Background: an optimization exercise with open tools, aiming at small area. Do not read the settings as production practice. RTL that was checked went through simulation tests only; none was proved equivalent to the original.

==> flow/design.v (excerpt) <==
module pulse_arrays #(
    parameter   WIDTH_left     =   8,
    parameter   WIDTH_up       =   8,
    parameter   WIDTH_out      =   16,
    parameter   Mritx_M   =   4,
    parameter   Mritx_N   =   4,
    parameter   Mritx_L   =   4,
    parameter   Mritx_LOG2_size  =   10
)(
    input   clk,
    input   rst,
    input   wire    valid_left,
    input   wire    valid_up,
    input   wire  [31:0]   left,
    input   wire  [31:0]   up,
    output  reg     ready,
    output  wire  [63:0]   product
);
For scale: roughly 1300 cells after synthesis, about 530 flip-flops, ~19000 um^2 of cells after synthesis.
Settings: LEC_CHECK=0, CAP_MARGIN=20, CORE_MARGIN=2, CORE_UTILIZATION=60, PLACE_DENSITY=0.75, SLEW_MARGIN=20, SYNTH_HIERARCHICAL=1; clock period 5.0 ns.
standard.sh (not shown) runs the stock make flow with config.mk's settings and CLKGATE_MAP_FILE= SYNTH_SCRIPT=/design/flow/synth_recipe.tcl, a recipe that flattens the netlist after the stock synthesis.
==> flow/flow/run.sh <==
#!/bin/bash
# The standard layout flow, with two changes:
# - the buffers that buffer_ports puts on every input and output port are the
#   smallest buffer cell (buf_1) instead of the cell buffer_ports picks;
# - clock tree synthesis inserts no dummy loads (its other arguments are the
#   ones the standard flow derives from config.mk).
set -euo pipefail
export BUFFER_PORTS_ARGS="-buffer_cell sky130_fd_sc_hd__buf_1"
export CTS_ARGS="-sink_clustering_enable -repair_clock_nets -sink_clustering_size 12 -sink_clustering_max_diameter 45 -buf_list sky130_fd_sc_hd__clkbuf_4 -dont_use_dummy_load"
bash standard.sh finish > standard.log 2>&1
The first run produced a clean layout.
Then changed:
--- a/flow/flow/run.sh
+++ b/flow/flow/run.sh
@@ -9 +9 @@
-export CTS_ARGS="-sink_clustering_enable -repair_clock_nets -sink_clustering_size 12 -sink_clustering_max_diameter 45 -buf_list sky130_fd_sc_hd__clkbuf_4 -dont_use_dummy_load"
+export CTS_ARGS="-sink_clustering_enable -repair_clock_nets -sink_clustering_size 10 -sink_clustering_max_diameter 50 -buf_list sky130_fd_sc_hd__clkbuf_4 -dont_use_dummy_load"
Settings changed: GPL_TIMING_DRIVEN set to 0.
The new run finished clean. Clock skew came out lower by 0.028 ns. Final area came out lower by 0.45%. Worst setup slack loses 0.0031 ns. Maximum frequency stays flat. Hold slack loses 0.015 ns. Wire length came out higher by 1.1%. Global-route usage came out lower by 0.14 points. Final cell count is about the same. Critical path depth came out higher by 3.
Then changed:
Settings changed: CORE_UTILIZATION 60 to 50, GPL_TIMING_DRIVEN 0 to unset, PLACE_DENSITY 0.75 to 0.65.
First-iteration DRC count is lower by 7.0%; wire length rose by 1.8%; cell count goes up by 5.0%; setup slack improves by 0.013 ns.
Then changed:
Settings changed: CORE_UTILIZATION 50 to 60, PLACE_DENSITY 0.65 to 0.75.
What happened: Via count climbs slightly; maximum frequency is higher slightly; cell area fell slightly; worst hold slack degrades by 0.083 ns; cell count shrinks by a few percent; register-to-register slack improved by 0.02 ns; count of clock-buffer cells in the layout is lower by 5; setup slack gets better by 0.017 ns.

* * *

pulse_arrays, a different RTL version from the one above (not shown whole).
Size in the first run: ~1300 cells after synthesis, roughly 530 flip-flops, ~130 I/O pins.
clock: 5.0 ns
lec_check: 0
cap_margin: 5
core_margin: 2
core_utilization: 60
place_density: 0.75
slew_margin: 5
synth_hierarchical: 1
==> flow/flow/run.sh <==
#!/bin/bash
# The standard layout flow, with two changes:
# - the buffers that buffer_ports puts on every input and output port are the
#   smallest buffer cell (buf_1) instead of the cell buffer_ports picks;
# - clock tree synthesis inserts no dummy loads (its other arguments are the
#   ones the standard flow derives from config.mk).
set -euo pipefail
export BUFFER_PORTS_ARGS="-buffer_cell sky130_fd_sc_hd__buf_1"
export CTS_ARGS="-sink_clustering_enable -repair_clock_nets -sink_clustering_size 10 -sink_clustering_max_diameter 50 -buf_list sky130_fd_sc_hd__clkbuf_4 -dont_use_dummy_load"
bash standard.sh finish > standard.log 2>&1
Rerun with:
Settings changed: ABC_AREA set to 1, CAP_MARGIN 5 to 20, SLEW_MARGIN 5 to 20.
Outcome:
- The new run ran to the end with no violations
- fmax increases by a few percent
- setup slack is better by 0.15 ns
- non-clock buffer count drops by 7
- die area came out higher by roughly a tenth
Rerun with:
Settings changed: ABC_AREA 1 to not set.
Effect:
- utilization climbs by 0.91 points
- worst setup slack degrades by 0.15 ns
- die area drops by 11%
- maximum frequency drops by 3.0%
Function was not checked in any run of this note: the RTL went through the layout flow alone.

* * *

Setup of job 5815:
pulse_arrays, a different RTL version from the one above (not shown whole).
For scale: roughly 520 flip-flops.
clock: 5.0 ns
lec_check: 0
cap_margin: 20
core_margin: 2
core_utilization: 40
place_density: 0.6
slew_margin: 20
synth_hierarchical: 1
run.sh (not shown) runs the stock make flow with config.mk's settings and CLKGATE_MAP_FILE= SYNTH_SCRIPT=/design/flow/synth_recipe.tcl, a recipe that flattens the netlist after the stock synthesis.
Stock flow here: none of the scripts above is used.
Job 5815 was carried through to the last stage, and its layout satisfied the timing, DRC and antenna checks.
The following lists how job 7464 was set up differently from job 5815:
- CTS_CLUSTER_DIAMETER now 60, previously not set
- CTS_CLUSTER_SIZE now 16, previously not set
- CTS_BUF_LIST now sky130_fd_sc_hd__clkbuf_8, previously not set
==> flow/flow/run.sh (new file) <==
#!/bin/bash
# The standard layout flow, with one change: the buffers that
# buffer_ports puts on every input and output port are the smallest buffer
# cell (buf_1) instead of the cell buffer_ports picks by default.
set -euo pipefail
export BUFFER_PORTS_ARGS="-buffer_cell sky130_fd_sc_hd__buf_1"
bash standard.sh finish > standard.log 2>&1
==> flow/standard.sh (new file) <==
#!/bin/bash
# synth_recipe.tcl (not shown) runs the flow's synth.tcl, then flattens the netlist and writes it again
# the make line also repeats each setting of config.mk as NAME=value (left out here)
make -C /OpenROAD-flow-scripts/flow DESIGN_CONFIG=/design/flow/config.mk WORK_HOME=/design/flow/orfs CLKGATE_MAP_FILE= SYNTH_SCRIPT=/design/flow/synth_recipe.tcl "${@:-finish}"
removed: flow/run.sh
Findings:
[job 7464] final weighted congestion of routability-driven global placement rose about 0.9% relative to job 5815
On final design instance area without fill, job 5815 loses to job 7464.
The inputs of job 5963 differ from those of job 7464 as listed below.
- CTS_CLUSTER_DIAMETER no longer set, was 60
- CTS_BUF_LIST now sky130_fd_sc_hd__clkbuf_4, was sky130_fd_sc_hd__clkbuf_8
- CTS_CLUSTER_SIZE no longer set, was 16
==> flow/run.sh (new file) <==
#!/bin/bash
# synth_recipe.tcl (not shown) runs the flow's synth.tcl, then flattens the netlist and writes it again
# the make line also repeats each setting of config.mk as NAME=value (left out here)
make -C /OpenROAD-flow-scripts/flow DESIGN_CONFIG=/design/flow/config.mk WORK_HOME=/design/flow/orfs CLKGATE_MAP_FILE= SYNTH_SCRIPT=/design/flow/synth_recipe.tcl finish
removed: flow/flow/run.sh
removed: flow/standard.sh
Results
Placed instance area, job 7464 and job 5963: higher on job 5963
Job 5963: count of non-CTS buffers in the layout 4.6% above job 7464
| sequential share of layout area | lower: job 5963 |
Job 5963 vs. job 7464: global-route wire length before repair went up by 3.8%.
Going from job 7464 to job 5963, number of global-route vias before repair climbed 866, slack of the critical path dropped 0.028 ns, met3 layer wire length in the routed design climbed 15%, transition time at the pin with the least slew margin dropped 0.0032 ns.
Final-layout clock buffer total was higher in job 5963 than in job 7464.
Job 5963 vs job 7464: final weighted congestion in routability-driven placement down slightly
Here is what was changed in the inputs of job 9509 compared with job 5963.
- changing CTS_BUF_LIST from sky130_fd_sc_hd__clkbuf_4 to sky130_fd_sc_hd__clkbuf_8
Results
Upper clock frequency limit of job 9509 exceeds that of job 5963 slightly. The more densely filled core belongs to job 9509, not job 5963. Against job 5963 as the reference, job 9509 delivers a lower sequential share of cell area. Taking job 5963 as the reference point, the number of buffers created by CTS of job 9509 falls by 49. Sequential cell count came out exactly the same in job 5963 and job 9509. Comparing job 5963 and job 9509, the lower via count is on job 9509. Diff job 5963 -> job 9509: peak fanout along the critical path shrank by 3.
For job 2096, these inputs were changed with respect to job 9509:
- setting CTS_CLUSTER_SIZE to 16 for the first time
- setting CTS_CLUSTER_DIAMETER to 60 for the first time
==> flow/flow/run.sh (new file) <==
#!/bin/bash
# The standard layout flow, with two changes:
# - the buffers that buffer_ports puts on every input and output port are the
#   smallest buffer cell (buf_1) instead of the cell buffer_ports picks;
# - clock tree synthesis inserts no dummy loads (its other arguments are the
#   ones the standard flow derives from config.mk).
set -euo pipefail
export BUFFER_PORTS_ARGS="-buffer_cell sky130_fd_sc_hd__buf_1"
export CTS_ARGS="-sink_clustering_enable -repair_clock_nets -sink_clustering_size 16 -sink_clustering_max_diameter 60 -buf_list sky130_fd_sc_hd__clkbuf_8 -dont_use_dummy_load"
bash standard.sh finish > standard.log 2>&1
==> flow/standard.sh (new file) <==
#!/bin/bash
# synth_recipe.tcl (not shown) runs the flow's synth.tcl, then flattens the netlist and writes it again
# the make line also repeats each setting of config.mk as NAME=value (left out here)
make -C /OpenROAD-flow-scripts/flow DESIGN_CONFIG=/design/flow/config.mk WORK_HOME=/design/flow/orfs CLKGATE_MAP_FILE= SYNTH_SCRIPT=/design/flow/synth_recipe.tcl "${@:-finish}"
removed: flow/run.sh
Job 2096 finished end to end and its layout was clean on timing, DRC and antenna.
[compare] base=job 9509 new=job 2096: required time of the worst setup path down 0.03 ns, total half-perimeter wirelength after legalization and detailed placement up 0.89%.
Compared with job 9509, first-pass GRT wire length in job 2096 decreased by a few percent.
Measured against each other, job 2096 and job 9509 differ in number of clock buffer instances in the layout, the higher figure coming from job 9509.
Final worst-path setup slack on job 2096 is behind job 9509.
Delta (job 2096 minus job 9509): final instance area went down about 9%; core utilization went down 4.2 points.
The inputs of job 542 differ from those of job 2096 as listed below.
==> flow/run.sh (new file) <==
#!/bin/bash
# synth_recipe.tcl (not shown) runs the flow's synth.tcl, then flattens the netlist and writes it again
# the make line also repeats each setting of config.mk as NAME=value (left out here)
make -C /OpenROAD-flow-scripts/flow DESIGN_CONFIG=/design/flow/config.mk WORK_HOME=/design/flow/orfs CLKGATE_MAP_FILE= SYNTH_SCRIPT=/design/flow/synth_recipe.tcl finish
removed: flow/flow/run.sh
removed: flow/standard.sh
Findings:
Job 542 went all the way through the flow, and no timing, DRC or antenna check failed. Re synthesis-to-layout area growth: job 542 is 5.5 points up on job 2096. As far as number of tap cells inserted goes, job 542 and job 2096 are indistinguishable; the numbers are identical. Looking at clock skew across both flows, job 542 is the stronger of the two, with job 2096 trailing. On job 542: shortest clock period the worst path allows after layout is 0.013 ns lower than what job 2096 gave. Between job 2096 and job 542, the difference in initial antenna violation count is negligible. Diff job 2096 -> job 542: number of flops mapped to enable cells by yosys flat, sequential share of cell area went down 2.2 points, design area increased 5.0%.

==> port drivers added, routing unchanged <==
How much do the figures lean on ideal ports? The routed layouts below were timed once more, with nothing changed but the port constraints. Step 1: set_driving_cell puts a clkbuf_16 on clk and a buf_2 on each other input, an assumption about the parent block. Step 2 also shifts input and output timing later by t, the mid clock arrival at the registers, as if the neighbouring blocks saw the same clock. Slacks: ideal / step 1 / step 2; pairs: ideal / step 1.
| run | t, ns | setup slack, ns | worst hold slack (ns) |
|---|---|---|---|
| the first run of note 1 | 0.746 | 0.220 / 0.220 / 0.220 | 0.271 / 0.271 / 0.271 |
| the second run of note 1 | 0.760 | 0.217 / 0.217 / 0.217 | 0.255 / 0.255 / 0.255 |
| the third run of note 1 | 0.776 | 0.229 / 0.229 / 0.229 | 0.267 / 0.267 / 0.267 |
| the fourth run of note 1 | 0.764 | 0.246 / 0.246 / 0.246 | 0.184 / 0.184 / 0.184 |
| the first run of note 2 | 0.762 | 0.162 / 0.162 / 0.162 | 0.276 / 0.276 / 0.276 |
| the second run of note 2 | 0.763 | 0.307 / 0.307 / 0.307 | 0.282 / 0.282 / 0.282 |
| the third run of note 2 | 0.762 | 0.162 / 0.162 / 0.162 | 0.276 / 0.276 / 0.276 |
| job 5815 | 0.653 | 0.238 / 0.238 / 0.238 | 0.311 / 0.311 / 0.311 |
| job 7464 | 0.678 | 0.230 / 0.230 / 0.230 | 0.317 / 0.317 / 0.317 |
| job 5963 | 0.960 | 0.202 / 0.202 / 0.202 | 0.288 / 0.288 / 0.288 |
| job 9509 | 0.703 | 0.225 / 0.225 / 0.225 | 0.307 / 0.307 / 0.307 |
| job 2096 | 0.641 | 0.218 / 0.218 / 0.218 | 0.286 / 0.286 / 0.286 |
| job 542 | 0.676 | 0.231 / 0.231 / 0.231 | 0.324 / 0.324 / 0.324 |
After both steps every run listed still meets setup and hold.
